This is an optimization exercise on Yosys and OpenROAD, whose aim is a short achievable clock period and few clock cycles, not a production implementation.
In this exercise RTL edits were held to simulation tests only and were not proved equivalent to the original.
No activity file was given, so power comes from the tool's default toggle rates.

## flow/constraint.sdc

```tcl
create_clock -name core_clock -period 8.0 [get_ports {CLK}]
set_input_delay 1.6000 -clock core_clock [delete_from_list [all_inputs] [get_ports {CLK}]]
set_output_delay 1.6000 -clock core_clock [all_outputs]
set_load 0.01 [all_outputs]
```

## flow/run.sh

```bash
#!/bin/bash
# synth_recipe.tcl (not shown) runs the flow's synth.tcl, then flattens the netlist and writes it again
# the make line also repeats each setting of config.mk as NAME=value (left out here)
make -C /OpenROAD-flow-scripts/flow DESIGN_CONFIG=/design/flow/config.mk WORK_HOME=/design/flow/orfs CLKGATE_MAP_FILE= SYNTH_SCRIPT=/design/flow/synth_recipe.tcl finish
```

## flow/config.mk

```make
export PLATFORM = sky130hd
export DESIGN_NAME = CPU_top
export DESIGN_NICKNAME = CPU_top
export VERILOG_FILES = /design/flow/design.v
export SDC_FILE = /design/flow/constraint.sdc
export NUM_CORES = 4
export LEC_CHECK = 0
export CAP_MARGIN = 20
export CORE_MARGIN = 2
export CORE_UTILIZATION = 40
export SETUP_SLACK_MARGIN = 5.0
export SLEW_MARGIN = 20
```

## flow/design.v

```verilog
`timescale 1ns / 1ps
module KSAdd16(
	input [15:0] X,
	input [15:0] Y,
	input CI,
	output [15:0] S
    );
	wire [15:0] p = X ^ Y;
	wire [15:0] g0 = {X[15:1] & Y[15:1], CI ? (X[0] | Y[0]) : (X[0] & Y[0])};
	wire [15:0] p0 = {p[15:1], 1'b0};
	wire [15:0] g1 = g0 | (p0 & {g0[14:0], 1'b0});
	wire [15:0] p1 = p0 & {p0[14:0], 1'b0};
	wire [15:0] g2 = g1 | (p1 & {g1[13:0], 2'b0});
	wire [15:0] p2 = p1 & {p1[13:0], 2'b0};
	wire [15:0] g3 = g2 | (p2 & {g2[11:0], 4'b0});
	wire [15:0] p3 = p2 & {p2[11:0], 4'b0};
	wire [15:0] g4 = g3 | (p3 & {g3[7:0], 8'b0});
	wire [15:0] c = {g4[14:0], CI};
	assign S = p ^ c;
endmodule
`timescale 1ns / 1ps
module CPU_top(
	input CLK,
	input reset,
	output [7:0] OPT_PC,        
	input [15:0] imem_rdata,    
	output [7:0] dmem_addr,     
	output [15:0] dmem_wdata,   
	output dmem_we,             
	input [15:0] dmem_rdata,    
	output halted
    );
	reg [15:0] r0, r1, r2, r3, r4, r5, r6, r7;
	function [15:0] rsel;
		input [2:0] n;
		input [15:0] x0, x1, x2, x3, x4, x5, x6, x7;
		case (n)
			3'd0: rsel = x0;
			3'd1: rsel = x1;
			3'd2: rsel = x2;
			3'd3: rsel = x3;
			3'd4: rsel = x4;
			3'd5: rsel = x5;
			3'd6: rsel = x6;
			default: rsel = x7;
		endcase
	endfunction
	reg Z;
	reg [7:0] PC;
	reg hs;                     
	wire [15:0] I = imem_rdata;
	wire [3:0] op = I[15:12];
	wire [2:0] rd = I[10:8];
	wire [2:0] rs = I[6:4];
	wire [2:0] rt = I[2:0];
	reg ev;
	reg e_add, e_sub, e_and, e_or, e_xor, e_not, e_sla, e_pass, e_lw;
	reg e_wr, e_wz;             
	reg [2:0] erd;
	reg [3:0] eimm4;
	reg [15:0] A, B, K;         
	reg e_kz;                   
	reg [4:0] a_lo;             
	reg [3:0] a_hi0, a_hi1;     
	reg [15:0] mwdata;
	reg m_we;
	reg w_en;
	reg [2:0] w_rd;
	reg [15:0] R;
	reg halted_r;
	wire [15:0] sum, dif;
	KSAdd16 add_u(.X(A), .Y(B), .CI(1'b0), .S(sum));
	KSAdd16 sub_u(.X(A), .Y(~B), .CI(1'b1), .S(dif));
	wire [15:0] rest =
		({16{e_and}}  & (A & B)) |
		({16{e_or}}   & (A | B)) |
		({16{e_xor}}  & (A ^ B)) |
		({16{e_not}}  & (~A)) |
		({16{e_sla}}  & (A << eimm4)) |
		({16{e_pass}} & K) |
		({16{e_lw}}   & dmem_rdata);
	wire [15:0] e_res = ({16{e_add}} & sum) | ({16{e_sub}} & dif) | rest;
	wire z_add = ~|((A ^ B) ^ {A[14:0] | B[14:0], 1'b0});
	wire z_eq  = (A == B);
	wire z_and = ~|(A & B);
	wire z_or  = ~|(A | B);
	wire z_not = &A;
	wire z_sla = ~|(A & (16'hFFFF >> eimm4));
	wire e_z = (e_add & z_add) | ((e_sub | e_xor) & z_eq) | (e_and & z_and) |
	           (e_or & z_or) | (e_not & z_not) | (e_sla & z_sla) | (e_pass & e_kz);
	wire e_wr_v = ev & e_wr;
	wire e_wz_v = ev & e_wz;
	wire f_halt = (op == 4'b1111) && (I[11:8] == 4'b1111);
	wire jr = (op == 4'b1111) && !f_halt;
	wire f_lw = (op == 4'b1001);
	wire f_sw = (op == 4'b1010);
	wire eA = e_wr_v && erd == rs;
	wire eB = e_wr_v && erd == rt;
	wire eD = e_wr_v && erd == rd;
	wire [15:0] n0 = (w_en && w_rd == 3'd0) ? R : r0;
	wire [15:0] n1 = (w_en && w_rd == 3'd1) ? R : r1;
	wire [15:0] n2 = (w_en && w_rd == 3'd2) ? R : r2;
	wire [15:0] n3 = (w_en && w_rd == 3'd3) ? R : r3;
	wire [15:0] n4 = (w_en && w_rd == 3'd4) ? R : r4;
	wire [15:0] n5 = (w_en && w_rd == 3'd5) ? R : r5;
	wire [15:0] n6 = (w_en && w_rd == 3'd6) ? R : r6;
	wire [15:0] n7 = (w_en && w_rd == 3'd7) ? R : r7;
	wire [15:0] ns = rsel(rs, n0, n1, n2, n3, n4, n5, n6, n7);
	wire [15:0] va = eA ? e_res : ns;
	wire [15:0] vb = eB ? e_res : rsel(rt, n0, n1, n2, n3, n4, n5, n6, n7);
	wire [15:0] vd = eD ? e_res : rsel(rd, n0, n1, n2, n3, n4, n5, n6, n7);
	wire [3:0] im = I[3:0];
	wire [7:0] e_base = K[7:0];
	wire [7:0] eoh = e_wr_v ? (8'd1 << erd) : 8'd0;
	function [4:0] add4;
		input [3:0] x;
		input [3:0] c;
		reg [3:0] p, g;
		reg [4:1] k;
		begin
			p = x ^ c;
			g = x & c;
			k[1] = g[0];
			k[2] = g[1] | (p[1] & g[0]);
			k[3] = g[2] | (p[2] & g[1]) | (p[2] & p[1] & g[0]);
			k[4] = g[3] | (p[3] & g[2]) | (p[3] & p[2] & g[1]) | (p[3] & p[2] & p[1] & g[0]);
			add4 = {k[4], p ^ {k[3:1], 1'b0}};
		end
	endfunction
	wire [4:0] ek = add4(K[3:0], im);
	wire [15:0] alo = rsel(rs,
		{11'b0, eoh[0] ? ek : add4(n0[3:0], im)}, {11'b0, eoh[1] ? ek : add4(n1[3:0], im)},
		{11'b0, eoh[2] ? ek : add4(n2[3:0], im)}, {11'b0, eoh[3] ? ek : add4(n3[3:0], im)},
		{11'b0, eoh[4] ? ek : add4(n4[3:0], im)}, {11'b0, eoh[5] ? ek : add4(n5[3:0], im)},
		{11'b0, eoh[6] ? ek : add4(n6[3:0], im)}, {11'b0, eoh[7] ? ek : add4(n7[3:0], im)});
	wire [3:0] kh1 = K[7:4] + 4'd1;
	function [7:0] hpair;
		input sel_e;
		input [3:0] kh, kh1, xh;
		hpair = sel_e ? {kh1, kh} : {xh + 4'd1, xh};
	endfunction
	wire [15:0] hp = rsel(rs,
		{8'b0, hpair(eoh[0], K[7:4], kh1, n0[7:4])}, {8'b0, hpair(eoh[1], K[7:4], kh1, n1[7:4])},
		{8'b0, hpair(eoh[2], K[7:4], kh1, n2[7:4])}, {8'b0, hpair(eoh[3], K[7:4], kh1, n3[7:4])},
		{8'b0, hpair(eoh[4], K[7:4], kh1, n4[7:4])}, {8'b0, hpair(eoh[5], K[7:4], kh1, n5[7:4])},
		{8'b0, hpair(eoh[6], K[7:4], kh1, n6[7:4])}, {8'b0, hpair(eoh[7], K[7:4], kh1, n7[7:4])});
	wire [15:0] base16 = rsel(rs,
		{8'b0, eoh[0] ? K[7:0] : n0[7:0]}, {8'b0, eoh[1] ? K[7:0] : n1[7:0]},
		{8'b0, eoh[2] ? K[7:0] : n2[7:0]}, {8'b0, eoh[3] ? K[7:0] : n3[7:0]},
		{8'b0, eoh[4] ? K[7:0] : n4[7:0]}, {8'b0, eoh[5] ? K[7:0] : n5[7:0]},
		{8'b0, eoh[6] ? K[7:0] : n6[7:0]}, {8'b0, eoh[7] ? K[7:0] : n7[7:0]});
	wire [7:0] base = base16[7:0];      
	wire stall = (f_lw || f_sw || jr) && eA && !e_pass;
	wire go = !stall && !hs;
	wire Znew = e_wz_v ? e_z : Z;
	wire taken = (op == 4'b1110) || (op == 4'b1101) || (op == 4'b1011 && Znew) || (op == 4'b1100 && !Znew);
	wire [7:0] PC1 = PC + 8'd1;
	wire [7:0] npc = jr ? base : taken ? I[7:0] : PC1;
	assign OPT_PC = PC;
	assign dmem_addr = {a_lo[4] ? a_hi1 : a_hi0, a_lo[3:0]};
	assign dmem_wdata = mwdata;
	assign dmem_we = m_we;
	assign halted = halted_r;
	always @(posedge CLK) begin
		r0 <= n0;
		r1 <= n1;
		r2 <= n2;
		r3 <= n3;
		r4 <= n4;
		r5 <= n5;
		r6 <= n6;
		r7 <= n7;
		if (e_wz_v)
			Z <= e_z;
	end
	always @(posedge CLK) begin
		if (reset) begin
			PC <= 8'd0;
			ev <= 1'b0;
			hs <= 1'b0;
			m_we <= 1'b0;
			w_en <= 1'b0;
			halted_r <= 1'b0;
		end else begin
			w_en <= e_wr_v;
			hs <= hs || f_halt;
			halted_r <= hs || f_halt;
			ev <= go && !f_halt;
			m_we <= go && f_sw;
			if (!stall)
				PC <= npc;
		end
	end
	always @(posedge CLK) begin
		R      <= e_res;
		w_rd   <= erd;
		a_lo   <= alo[4:0];
		a_hi0  <= hp[3:0];
		a_hi1  <= hp[7:4];
		mwdata <= vd;
		e_add  <= (op == 4'b0000);
		e_sub  <= (op == 4'b0001);
		e_and  <= (op == 4'b0010);
		e_or   <= (op == 4'b0011);
		e_xor  <= (op == 4'b0100);
		e_not  <= (op == 4'b0101);
		e_sla  <= (op == 4'b0110);
		e_pass <= (op == 4'b1000) || (op == 4'b1101);
		e_lw   <= f_lw;
		e_wr   <= (op <= 4'd6) || (op == 4'b1000) || (op == 4'b1101) || f_lw;
		e_wz   <= (op <= 4'd6) || (op == 4'b1000);
		e_kz   <= (I[7:0] == 8'd0);
		erd    <= rd;
		eimm4  <= I[3:0];
		A      <= va;
		B      <= vb;
		K      <= (op == 4'b1000) ? {8'b0, I[7:0]} : {8'b0, PC1};
	end
endmodule
```

==> results.cfg, run 1 <==
[pwr]
combPwrFrac_pct = 47.3
p_sw_share_pct = 41.6
p_switching_uw = 2470
leakagePower_uw = 0.00943
p_per_area_nw_per_um2 = 264
p_seq_share_pct = 30.7
peakVddDrop_mv = 0.205
clock_power_share_pct = 22.0
p_int_uw = 3460

[finish]
layout.nets = 2302
nFillCells = 3886
fin_area_um2 = 22500
final_util_pct = 52.4
drive_above_1_share_pct = 25.9
area_growth_pct = 29.6

[global_route]
antenna_found_initial = 2
grt_pass1_vias = 16748
grt-ovfl-total = 0
grt_use_total_pct = 33.1
grt_pass1_wl_um = 111000
grt_max_degree = 39

[setup_path]
setup.worst_path.start = ev
worstSetupStartpointType = flip-flop
rr_endpoint = PC[7]
reg2reg_from = ev
r2r_slack_ps = 4890
crit_path_end_kind = flip-flop
crit_path_end = PC[7]
crit_path_max_fanout = 8
crit_type = flip-flop to flip-flop
worstPathArrival_ps = 3550
reg2reg_depth = 7
cp.required_ps = 8440

[place]
gp_congestion = 1.03
placed_cell_area_um2 = 18600
io_buffers = 67
dp_hpwl_um = 52300

[route]
vias = 18025
ant_nets = 0
initialDrtViolationCount = 2669
drc = 0
avgRoutedWirePerCell_um = 28.1
avgViaCountPerCell = 6.50
wl_um = 77800
first_pass_iters = 6

[yosys]
synth_nets = 2178
ys_warn_count = 1
yosysTopAreaCell = dfxtp_1
synth_edf_count = 0
ys_types = 87
synth.most_common_cell = dfxtp_1
synthArstFlopShare_pct = 0
syn_area_um2 = 17300
synth_area_per_cell_um2 = 8.49
ys_seq_area_share_pct = 28.7
yosys-top-cells-count = dfxtp_1 (248), inv_1 (162), nand2_1 (152)
synth_flop_cell = dfxtp_1
synth.area.top_cells = dfxtp_1 (29%), ha_1 (6.7%), mux2i_1 (6.5%)
syn_inst = 2040
ys_ff_latch = 248
netlist.area_leader.share_pct = 28.7

[floorplan]
rows = 76
core_um2 = 42900
initial_core_util_pct = 40.4
io_pins = 68
die_w_um = 212
die_h_um = 212
die-area_um2 = 45000

[sta]
worst_slew_pin_slew_ps = 890
finalSetupViolations = 0
fin_crit_ps = 3110
rsz0062_at_grt = true
final_hold_viol_count = 0
period_share_pct = 38.8
relSlewSlack_pct = 40.6
setup_tns_ps = 0
finClkSkew_ps = 33.5
fmax_mhz = 322
final_max_slew_viol_count = 0

[clock_network]
cts_hold_buffers = 0
clk-insertion-delay-late_ps = 590
cts_buffers = 28
htreeDepth = 1
cts_root_buffer = clkbuf_16
cts_sinks = 248
cts.clk_slew.worst_paths_ps = 60
clk_path_buf_depth = 3
cts_tree = built

[worst_hold_path]
worstHoldPathType = flip-flop to flip-flop

[outcome]
outcome = finished clean

[run]
drv_cap = 0
[routing by layer]
| metal | up-vias | GRT usage [%] | share of wire [%] |
|---|---|---|---|
| met5 | - | 0 | 0.021 |
| met4 | 2 | 16.9 | 6.6 |
| met3 | 357 | 8.27 | 12 |
| met2 | 1353 | 51.4 | 43 |
| met1 | 8550 | 42.7 | 39 |
| li1 | 7763 | - | - |
[worst min-delay path by stage]
stage	startpoint	to	slack, ps	cells past startpoint
after floorplan	erd[2]	w_rd[2]	330	0
after global placement	r6[15]	r6[15]	480	1
after detailed placement	r1[14]	r1[14]	480	2
after CTS	erd[2]	w_rd[2]	490	0
after global routing	r6[8]	r6[8]	530	1
final	r1[14]	r1[14]	510	2
[state kept, by name (all words and copies together) (netlist names), 8 cells and up]
name / flops
mwdata: 16
r7: 16
r6: 16
r2: 16
r1: 16
R: 16
A: 16
r3: 16
r5: 16
r4: 16
r0: 16
PC: 8
K: 8
B: 16
[power groups by stage]
| stage | clock, uW | sequential [uW] | combinational (uW) |
|---|---|---|---|
| after global placement | 0 | 1800 | 2250 |
| after CTS | 1310 | 1790 | 2540 |
| after floorplan | 0 | 1690 | 1600 |
| final | 1300 | 1820 | 2810 |
| after detailed placement | 0 | 1810 | 2270 |
| after global routing | 1360 | 1850 | 2950 |
[critical path, stage by stage (launching register included)]
cell and delay, ps:
dfxtp_1 580, and3b_1 550, nand3_1 410, o21ai_0 290
o32ai_1 100, or4_1 710, a21oi_1 220, a211oi_1 80
[cells in the final DEF, fill, tap and decap left out, types with 11 or more instances in the layout]
cell,synthesis,routed
a211oi_1,25,22
a21o_1,20,19
a21oi_1,147,129
a21oi_2,0,12
a221oi_1,25,21
a22oi_1,18,18
a31oi_1,15,13
and3_1,16,13
buf_12,0,21
buf_4,5,129
buf_6,3,13
clkbuf_16,0,34
clkdlybuf4s50_1,0,19
clkinvlp_4,0,11
dfxtp_1,248,217
dfxtp_2,0,15
dfxtp_4,0,16
dlygate4sd2_1,0,31
ha_1,93,67
ha_4,0,23
inv_1,162,153
mux2_2,74,62
mux2_4,0,12
mux2i_1,112,91
mux2i_2,0,11
mux4_2,34,34
nand2_1,152,141
nand2b_1,16,15
nand3_1,39,36
nand4_1,21,21
nor2_1,137,129
nor3_1,36,31
o2111ai_1,14,13
o211ai_1,31,31
o21ai_0,105,98
o221ai_1,31,28
o22ai_1,59,53
xnor2_1,32,30
xor2_1,42,41
[cell type report]
type / count / area, um^2 / share of cell area, %
multi-input combinational: 1479 / 12500 / 55.7
sequential: 248 / 5040 / 22.5
timing repair buffer: 239 / 2580 / 11.5
clock buffer: 37 / 806 / 3.59
tap: 585 / 732 / 3.26
inverter: 168 / 676 / 3.01
clock inverter: 14 / 120 / 0.535
antenna: 1 / 2.50 / 0.0111
[cells by family (layout without fill, tap and decap cells)]
family	Yosys count	after routing	share of synthesized area, %
simple gates	484	486	13.3
compound gates	594	594	23.2
mux	221	221	15.8
buf+inv	315	458	7.32
fa+ha+maj	104	104	7.99
flops	248	248	28.7
xor+xnor	74	74	3.74
other cells	0	1	0
[metrics by stage]
stage          cells  hold slack (ps)  worst slack, ps  total power, uW
6_report        2771              507             4890             5930
5_1_grt         2770              527             4860             6160
4_1_cts         2703              493             4860             5640
3_5_place_dp    2575              484             3360             4080
3_3_place_gp    2574              477             3430             4060
2_1_floorplan   2040              326             4710             3280
[timing repair]
action | 4_1_cts | 5_1_grt
resized for setup | 285 | 124
buffers inserted | 68 | 61
pin swaps | 34 | 36
setup endpoints to repair | 116 | 50
cloned | 9 | 6
Testbench counts, summed over its fixed seeds: cycles 46,486.
==> run 2: changes to the inputs <==
--- a/flow/design.v
+++ b/flow/design.v
@@ -150,7 +150,8 @@
 		{8'b0, eoh[4] ? K[7:0] : n4[7:0]}, {8'b0, eoh[5] ? K[7:0] : n5[7:0]},
 		{8'b0, eoh[6] ? K[7:0] : n6[7:0]}, {8'b0, eoh[7] ? K[7:0] : n7[7:0]});
 	wire [7:0] base = base16[7:0];      
-	wire stall = (f_lw || f_sw || jr) && eA && !e_pass;
+	wire [7:0] late = e_pass ? 8'd0 : eoh;
+	wire stall = (f_lw || f_sw || jr) && late[rs];
 	wire go = !stall && !hs;
 	wire Znew = e_wz_v ? e_z : Z;
 	wire taken = (op == 4'b1110) || (op == 4'b1101) || (op == 4'b1011 && Znew) || (op == 4'b1100 && !Znew);
==> run 2 against run 1 <==
  * Sequential share of layout area decreased by 0.32 points
  * Still clean
  * Count of clock-buffer cells in the layout increased by 3
  * Global-route usage increased by 2.5 points
  * Design area increased by 1.8%
  * Non-clock buffer count increased by 14
  * Clock skew increased by 1.9 ps
  * Core utilization increased by 0.58 points
  * Register-to-register slack got worse by 50 ps
  * Clock power increased by 9%
  * Critical path depth increased by 4
  * Combinational power increased by 9.3%
  * Synthesized cell count increased by 2.5%
==> results.cfg, run 2 <==
[outcome]
outcome = finished clean

[place]
gp_congestion = 0.989
io_buffers = 67
dp_hpwl_um = 55000

[route]
drc = 0
avgRoutedWirePerCell_um = 29.4
avgViaCountPerCell = 6.63
vias = 18785
first_pass_iters = 8
wl_um = 83300
ant_nets = 0
initialDrtViolationCount = 2887

[yosys]
synth-xor-area-share_pct = 3.25
ys_warn_count = 1
synth_edf_count = 0
syn_area_um2 = 17500
synth_area_per_cell_um2 = 8.38
synthArstFlopShare_pct = 0
synth.most_common_cell = dfxtp_1
yosysTopAreaCell = dfxtp_1
synth_flop_cell = dfxtp_1
netlist.area_leader.share_pct = 28.3
ys_ff_latch = 248
synthSimpleGateAreaFrac_pct = 14.3
synth_top_family_by_area = compound AO/OA/AOI/OAI gates
synth_adder_area_share_pct = 7.90
synth_nets = 2228
yosys-top-cells-count = dfxtp_1 (248), nand2_1 (175), nor2_1 (167)
synth.mux.area_fraction_pct = 15.5
ys_types = 93
syn_inst = 2090
synth_compound_area_share_pct = 23.7
synth.area.top_cells = dfxtp_1 (28%), ha_1 (6.6%), mux2_2 (5.8%)
ys_seq_area_share_pct = 28.3

[global_route]
met1_usage_pct = 46.1
use_met3_pct = 8.78
grt_max_degree = 58
antenna_found_initial = 1
grt.busiest_layer = met2
grt_pass1_vias = 17889
grt_use_total_pct = 35.6
use_met2_pct = 54.3
grt_pass1_wl_um = 119000
grt-ovfl-total = 0

[pwr]
p_total_uw = 6330
leakagePower_uw = 0.00956
p_per_area_nw_per_um2 = 277
peakVddDrop_mv = 0.174

[finish]
layout.nets = 2364
n_antenna_cell = 0
final_util_pct = 52.9
final_cell_mix = dfxtp_1 (213), nand2_1 (168), nor2_1 (158), inv_1 (139), buf_4 (135)
drive_above_1_share_pct = 27.2
final_common_cell = dfxtp_1
area_growth_pct = 30.5

[clock_network]
cts.clk_slew.worst_paths_ps = 60
cts_buffers = 30
clk-insertion-delay-late_ps = 590
cts_hold_buffers = 0
htreeDepth = 1
clk_path_buf_depth = 3
cts_tree = built
cts_sinks = 248
cts_root_buffer = clkbuf_16

[sta]
final_max_slew_viol_count = 0
setup_tns_ps = 0
relSlewSlack_pct = 42.2
worst_slew_pin_slew_ps = 865
finalSetupViolations = 0
fmax_mhz = 316
period_share_pct = 39.6
fin_crit_ps = 3170
rsz0062_at_grt = true
finClkSkew_ps = 35.4
final_hold_viol_count = 0

[floorplan]
die_h_um = 213
die-area_um2 = 45500
die_w_um = 213
initial_core_util_pct = 40.6
rows = 76
core_um2 = 43200
io_pins = 68

[run]
drv_cap = 0

[setup_path]
timing.critical_path.buf_inv = 2
crit_slowest_cell = a222oi_1
cp.required_ps = 8430
slowest_delay_ps = 410
crit_family = compound AO/OA/AOI/OAI gates
crit_path_end_kind = flip-flop
worstPathArrival_ps = 3600
crit_path_max_fanout = 6
worstSetupStartpointType = input pin
crit_type = input pin to flip-flop
crit_path_cell_trace = buf_12 -> buf_12 -> or3b_4 -> a21oi_4 -> a222oi_1 -> o2111ai_1 -> nor2_1 -> nor2_1 -> o221a_2 -> a211oi_2 -> a211oi_1

[worst_hold_path]
worstHoldPathType = flip-flop to flip-flop
-- run 2: kinds of logic after synthesis --
group,after synthesis
xor+xnor,65
simple gates,528
compound gates,622
mux,219
flops,248
buf+inv,304
fa+ha+maj,104
-- run 2: cell type report --
type                       count  area (um^2)
multi-input combinational   1540        12600
sequential                   248         5060
fill                        4033        20300
tap                          585          732
timing repair inverter         1         7.51
inverter                     152          596
clock buffer                  40          858
clock inverter                13          173
timing repair buffer         253         2780
-- run 2: per-layer routing --
metal	wire [um]	vias up
met2	35600	1460
met5	10	-
met3	10100	376
met1	32100	9005
met4	5500	2
li1	-	7942
-- run 2: where the power goes --
| part | internal (uW) | switching (uW) | total [uW] |
|---|---|---|---|
| registers | 1580 | 267 | 1850 |
| logic | 1260 | 1810 | 3070 |
| clock network | 848 | 569 | 1420 |
| total | 3680 | 2650 | 6330 |
-- run 2: final timing paths --
| path | startpoint | to | slack (ps) | cells after the start |
|---|---|---|---|---|
| worst max register to register | erd[0] | PC[7] | 4840 | 7 |
| worst max-delay path | imem_rdata[5] | PC[6] | 4830 | 11 |
| worst min-delay path | erd[2] | w_rd[2] | 430 | 0 |
| worst min register to register | erd[2] | w_rd[2] | 430 | 0 |
-- run 2: worst register-to-register path, delay by kind of cell, from the launching register on --
family / cells / cell delay (ps)
AO/OA/AOI/OAI: 3 / 430
flip-flops: 1 / 520
multiplexers: 1 / 290
AND/OR/NAND/NOR: 3 / 1790
-- run 2: per-stage QoR --
stage                     std cells  hold slack, ps  area (um^2)  setup WS (ps)
after floorplan                2090             326        17800           4630
after global placement         2619             414        18600           2930
after CTS                      2778             421        22000           4850
after detailed placement       2620             412        18600           2880
after global routing           2832             456        22900           4820
final                          2832             425        22900           4830
-- run 2: what timing repair did --
item                                    CTS  global route
endpoints found under the setup margin  115            63
setup buffers                            90            52
gates resized for setup                 341           105
pin swaps                                38            53
cloned                                   15             2
Testbench counts of run 2, summed over its fixed seeds: cycles 46,486.
==> run 3: changes to the inputs <==
--- a/flow/design.v
+++ b/flow/design.v
@@ -68,6 +68,9 @@
 	reg [2:0] w_rd;
 	reg [15:0] R;
 	reg halted_r;
+	reg e_jr;                   
+	reg [7:0] e_jt;             
+	reg [7:0] RA;               
 	wire [15:0] sum, dif;
 	KSAdd16 add_u(.X(A), .Y(B), .CI(1'b0), .S(sum));
 	KSAdd16 sub_u(.X(A), .Y(~B), .CI(1'b1), .S(dif));
@@ -144,19 +147,13 @@
 		{8'b0, hpair(eoh[2], K[7:4], kh1, n2[7:4])}, {8'b0, hpair(eoh[3], K[7:4], kh1, n3[7:4])},
 		{8'b0, hpair(eoh[4], K[7:4], kh1, n4[7:4])}, {8'b0, hpair(eoh[5], K[7:4], kh1, n5[7:4])},
 		{8'b0, hpair(eoh[6], K[7:4], kh1, n6[7:4])}, {8'b0, hpair(eoh[7], K[7:4], kh1, n7[7:4])});
-	wire [15:0] base16 = rsel(rs,
-		{8'b0, eoh[0] ? K[7:0] : n0[7:0]}, {8'b0, eoh[1] ? K[7:0] : n1[7:0]},
-		{8'b0, eoh[2] ? K[7:0] : n2[7:0]}, {8'b0, eoh[3] ? K[7:0] : n3[7:0]},
-		{8'b0, eoh[4] ? K[7:0] : n4[7:0]}, {8'b0, eoh[5] ? K[7:0] : n5[7:0]},
-		{8'b0, eoh[6] ? K[7:0] : n6[7:0]}, {8'b0, eoh[7] ? K[7:0] : n7[7:0]});
-	wire [7:0] base = base16[7:0];      
-	wire [7:0] late = e_pass ? 8'd0 : eoh;
-	wire stall = (f_lw || f_sw || jr) && late[rs];
-	wire go = !stall && !hs;
+	wire sq = ev && e_jr && (A[7:0] != e_jt);
+	wire stall = (f_lw || f_sw) && eA && !e_pass;
+	wire go = !stall && !hs && !sq;
 	wire Znew = e_wz_v ? e_z : Z;
 	wire taken = (op == 4'b1110) || (op == 4'b1101) || (op == 4'b1011 && Znew) || (op == 4'b1100 && !Znew);
 	wire [7:0] PC1 = PC + 8'd1;
-	wire [7:0] npc = jr ? base : taken ? I[7:0] : PC1;
+	wire [7:0] npc = jr ? RA : taken ? I[7:0] : PC1;
 	assign OPT_PC = PC;
 	assign dmem_addr = {a_lo[4] ? a_hi1 : a_hi0, a_lo[3:0]};
 	assign dmem_wdata = mwdata;
@@ -177,6 +174,7 @@
 	always @(posedge CLK) begin
 		if (reset) begin
 			PC <= 8'd0;
+			RA <= 8'd0;
 			ev <= 1'b0;
 			hs <= 1'b0;
 			m_we <= 1'b0;
@@ -184,11 +182,15 @@
 			halted_r <= 1'b0;
 		end else begin
 			w_en <= e_wr_v;
-			hs <= hs || f_halt;
-			halted_r <= hs || f_halt;
+			hs <= hs || (f_halt && !sq);
+			halted_r <= hs || (f_halt && !sq);
 			ev <= go && !f_halt;
 			m_we <= go && f_sw;
-			if (!stall)
+			if (op == 4'b1101)
+				RA <= PC1;
+			if (sq)
+				PC <= A[7:0];
+			else if (!stall)
 				PC <= npc;
 		end
 	end
@@ -208,6 +210,8 @@
 		e_sla  <= (op == 4'b0110);
 		e_pass <= (op == 4'b1000) || (op == 4'b1101);
 		e_lw   <= f_lw;
+		e_jr   <= jr;
+		e_jt   <= RA;
 		e_wr   <= (op <= 4'd6) || (op == 4'b1000) || (op == 4'b1101) || f_lw;
 		e_wz   <= (op <= 4'd6) || (op == 4'b1000);
 		e_kz   <= (I[7:0] == 8'd0);
==> run 3 against run 2 <==
  * Critical endpoint is now PC[7]
  * Combinational power fell by 7.2%
  * Total power rose by 0.33%
  * Sequential cell count rose by 17
  * Count of clock-buffer cells in the layout rose by 1
  * Design area fell by 0.62%
  * Critical path type unchanged
  * Final cell count fell by 0.32%
  * First-iteration DRC count fell by 20%
  * Register-to-register slack improved by 140 ps
  * Clock skew rose by 2.7 ps
  * Via count fell by 4.8%
==> results.cfg, run 3 <==
[outcome]
outcome = finished clean

[clock_network]
cts_buffers = 34
cts_root_buffer = clkbuf_16
clk-insertion-delay-late_ps = 550
cts_hold_buffers = 0
clk_path_buf_depth = 3
cts.clk_slew.worst_paths_ps = 60
cts_tree = built
cts_sinks = 265
htreeDepth = 2

[setup_path]
crit_path_max_fanout = 20
cp.required_ps = 8410
reg2reg_from = A[5]
crit_path_end_kind = flip-flop
worstSetupStartpointType = input pin
crit_type = input pin to flip-flop
r2r_slack_ps = 4980
worstPathArrival_ps = 3460
setup.worst_path.start = imem_rdata[5]

[yosys]
synth_edf_count = 0
yosysTopAreaCell = dfxtp_1
netlist.area_leader.share_pct = 29.4
ys_ff_latch = 265
yosys-top-cells-count = dfxtp_1 (265), nor2_1 (184), nand2_1 (161)
synth_nets = 2267
synth.most_common_cell = dfxtp_1
syn_inst = 2129
synthArstFlopShare_pct = 0
syn_area_um2 = 18000
synth_area_per_cell_um2 = 8.46
ys_warn_count = 1
synth.area.top_cells = dfxtp_1 (29%), ha_1 (6.5%), mux2i_1 (5.9%)
synth_flop_cell = dfxtp_1
ys_types = 85
ys_seq_area_share_pct = 29.4

[sta]
final_max_slew_viol_count = 0
worst_slew_pin_slew_ps = 857
final_hold_viol_count = 0
relSlewSlack_pct = 42.7
fmax_mhz = 328
fin_crit_ps = 3050
setup_tns_ps = 0
period_share_pct = 38.1
rsz0062_at_grt = true
finClkSkew_ps = 38.1
finalSetupViolations = 0

[finish]
drive_above_1_share_pct = 24.1
fin_area_um2 = 22700
final_common_cell = dfxtp_1
layout.nets = 2345
area_growth_pct = 26.1
final_cell_mix = dfxtp_1 (231), nor2_1 (171), nand2_1 (156), inv_1 (136), a21oi_1 (127)
final_util_pct = 51.2

[floorplan]
initial_core_util_pct = 40.7
rows = 77
die_w_um = 216
die-area_um2 = 46800
core_um2 = 44300
io_pins = 68
die_h_um = 216

[route]
avgViaCountPerCell = 6.33
ant_nets = 0
wl_um = 78400
first_pass_iters = 6
vias = 17879
initialDrtViolationCount = 2297
avgRoutedWirePerCell_um = 27.8
drc = 0

[run]
drv_cap = 0

[place]
dp_hpwl_um = 53500
gp_congestion = 1.02
placed_cell_area_um2 = 19200
io_buffers = 67

[worst_hold_path]
worstHoldPathType = flip-flop to flip-flop
worst_hold_startpoint = RA[0]

[pwr]
peakVddDrop_mv = 0.159
p_per_area_nw_per_um2 = 280
leakagePower_uw = 0.00943

[global_route]
grt_max_degree = 41
grt-ovfl-total = 0
grt_pass1_wl_um = 112000
grt_pass1_vias = 16883
grt_use_total_pct = 31.8
antenna_found_initial = 0
-- run 3: critical path, cell delays in order --
cell      delay [ps]
buf_2            140
buf_12           170
xor2_2           180
nor4_4           370
buf_12           210
and2_4           220
a31oi_1          110
a21boi_0         150
a221oi_1         290
-- run 3: area by class of cell --
class                   count  area (um^2)
diodes                      1         2.50
clock buffers              41          918
clock inverters            18          214
fillers                  4132        21600
inverters                 150          614
multi-input cells        1554        12600
flip-flops and latches    265         5390
well taps                 592          741
repair buffers            202         2230
-- run 3: routing by layer --
metal,up-vias,share of wire [%],GRT usage (%)
met5,-,0,0
met4,0,5.5,15.9
met3,264,9.0,4.69
met2,1099,45,49.5
met1,8577,41,43.0
li1,7939,-,-
-- run 3: worst paths after layout --
check / end / depth (start not counted)
max reg2reg: mwdata[12] / 12
min reg2reg: e_jt[0] / 0
max: PC[7] / 9
min: e_jt[0] / 0
-- run 3: kinds of logic after synthesis --
group | synth area share, %
AO/OA/AOI/OAI | 23.2
AND/OR/NAND/NOR | 13.4
buffers and inverters | 6.92
flip-flops | 29.4
multiplexers | 15.3
adder cells (fa/ha/maj) | 7.68
XOR/XNOR | 4.08
-- run 3: timing repair --
item	4_1_cts	5_1_grt
gates resized for setup	272	121
setup endpoints to repair	121	61
cloned	3	10
buffers inserted	26	61
pin swaps	15	36
-- run 3: where the power goes --
group          total (uW)  leakage (uW)  switching [uW]  internal [uW]
sequential           1910       0.00221             266           1650
clock                1580      0.000561             631            953
combinational        2850       0.00666            1650           1200
total                6350       0.00943            2550           3800
-- run 3: per-stage QoR --
step | instances | total power (uW) | worst slack (ps) | hold slack (ps)
finish | 2823 | 6350 | 4950 | 362
global route | 2822 | 6610 | 4870 | 375
CTS | 2751 | 6050 | 4980 | 361
detailed placement | 2663 | 4250 | 3530 | 365
global placement | 2663 | 4240 | 3620 | 360
floorplan | 2129 | 3420 | 4800 | 326
Testbench counts of run 3, summed over its fixed seeds: cycles 46,663.

-- port drivers added, routing unchanged --
How much do the figures lean on ideal ports? The routed layouts below were timed once more, with nothing changed but the port constraints. Step 1 (the two cells are an assumption about what drives the block):
set clk [get_ports {CLK}]
set_driving_cell -lib_cell sky130_fd_sc_hd__clkbuf_16 $clk
set_driving_cell -lib_cell sky130_fd_sc_hd__buf_2 [delete_from_list [all_inputs] $clk]
Step 2 also shifts input and output timing later by t, the mid clock arrival at the registers, as if the neighbouring blocks saw the same clock. a / b / c = ideal ports / drivers / drivers and shift; a / b = the first two.
| run | t (ns) | slack for setup (ns) | clock arrival spread, ns |
|---|---|---|---|
| run 1 | 0.627 | 4.893 / 4.845 / 4.257 | 0.034 / 0.035 |
| run 2 | 0.639 | 4.834 / 4.832 / 4.193 | 0.035 / 0.036 |
| run 3 | 0.587 | 4.949 / 4.943 / 4.365 | 0.039 / 0.039 |
After both steps setup and hold are still met in every run listed. The setup slack of run 2, which loses most, moves by -0.002 ns with the drivers and by -0.641 ns with both steps.
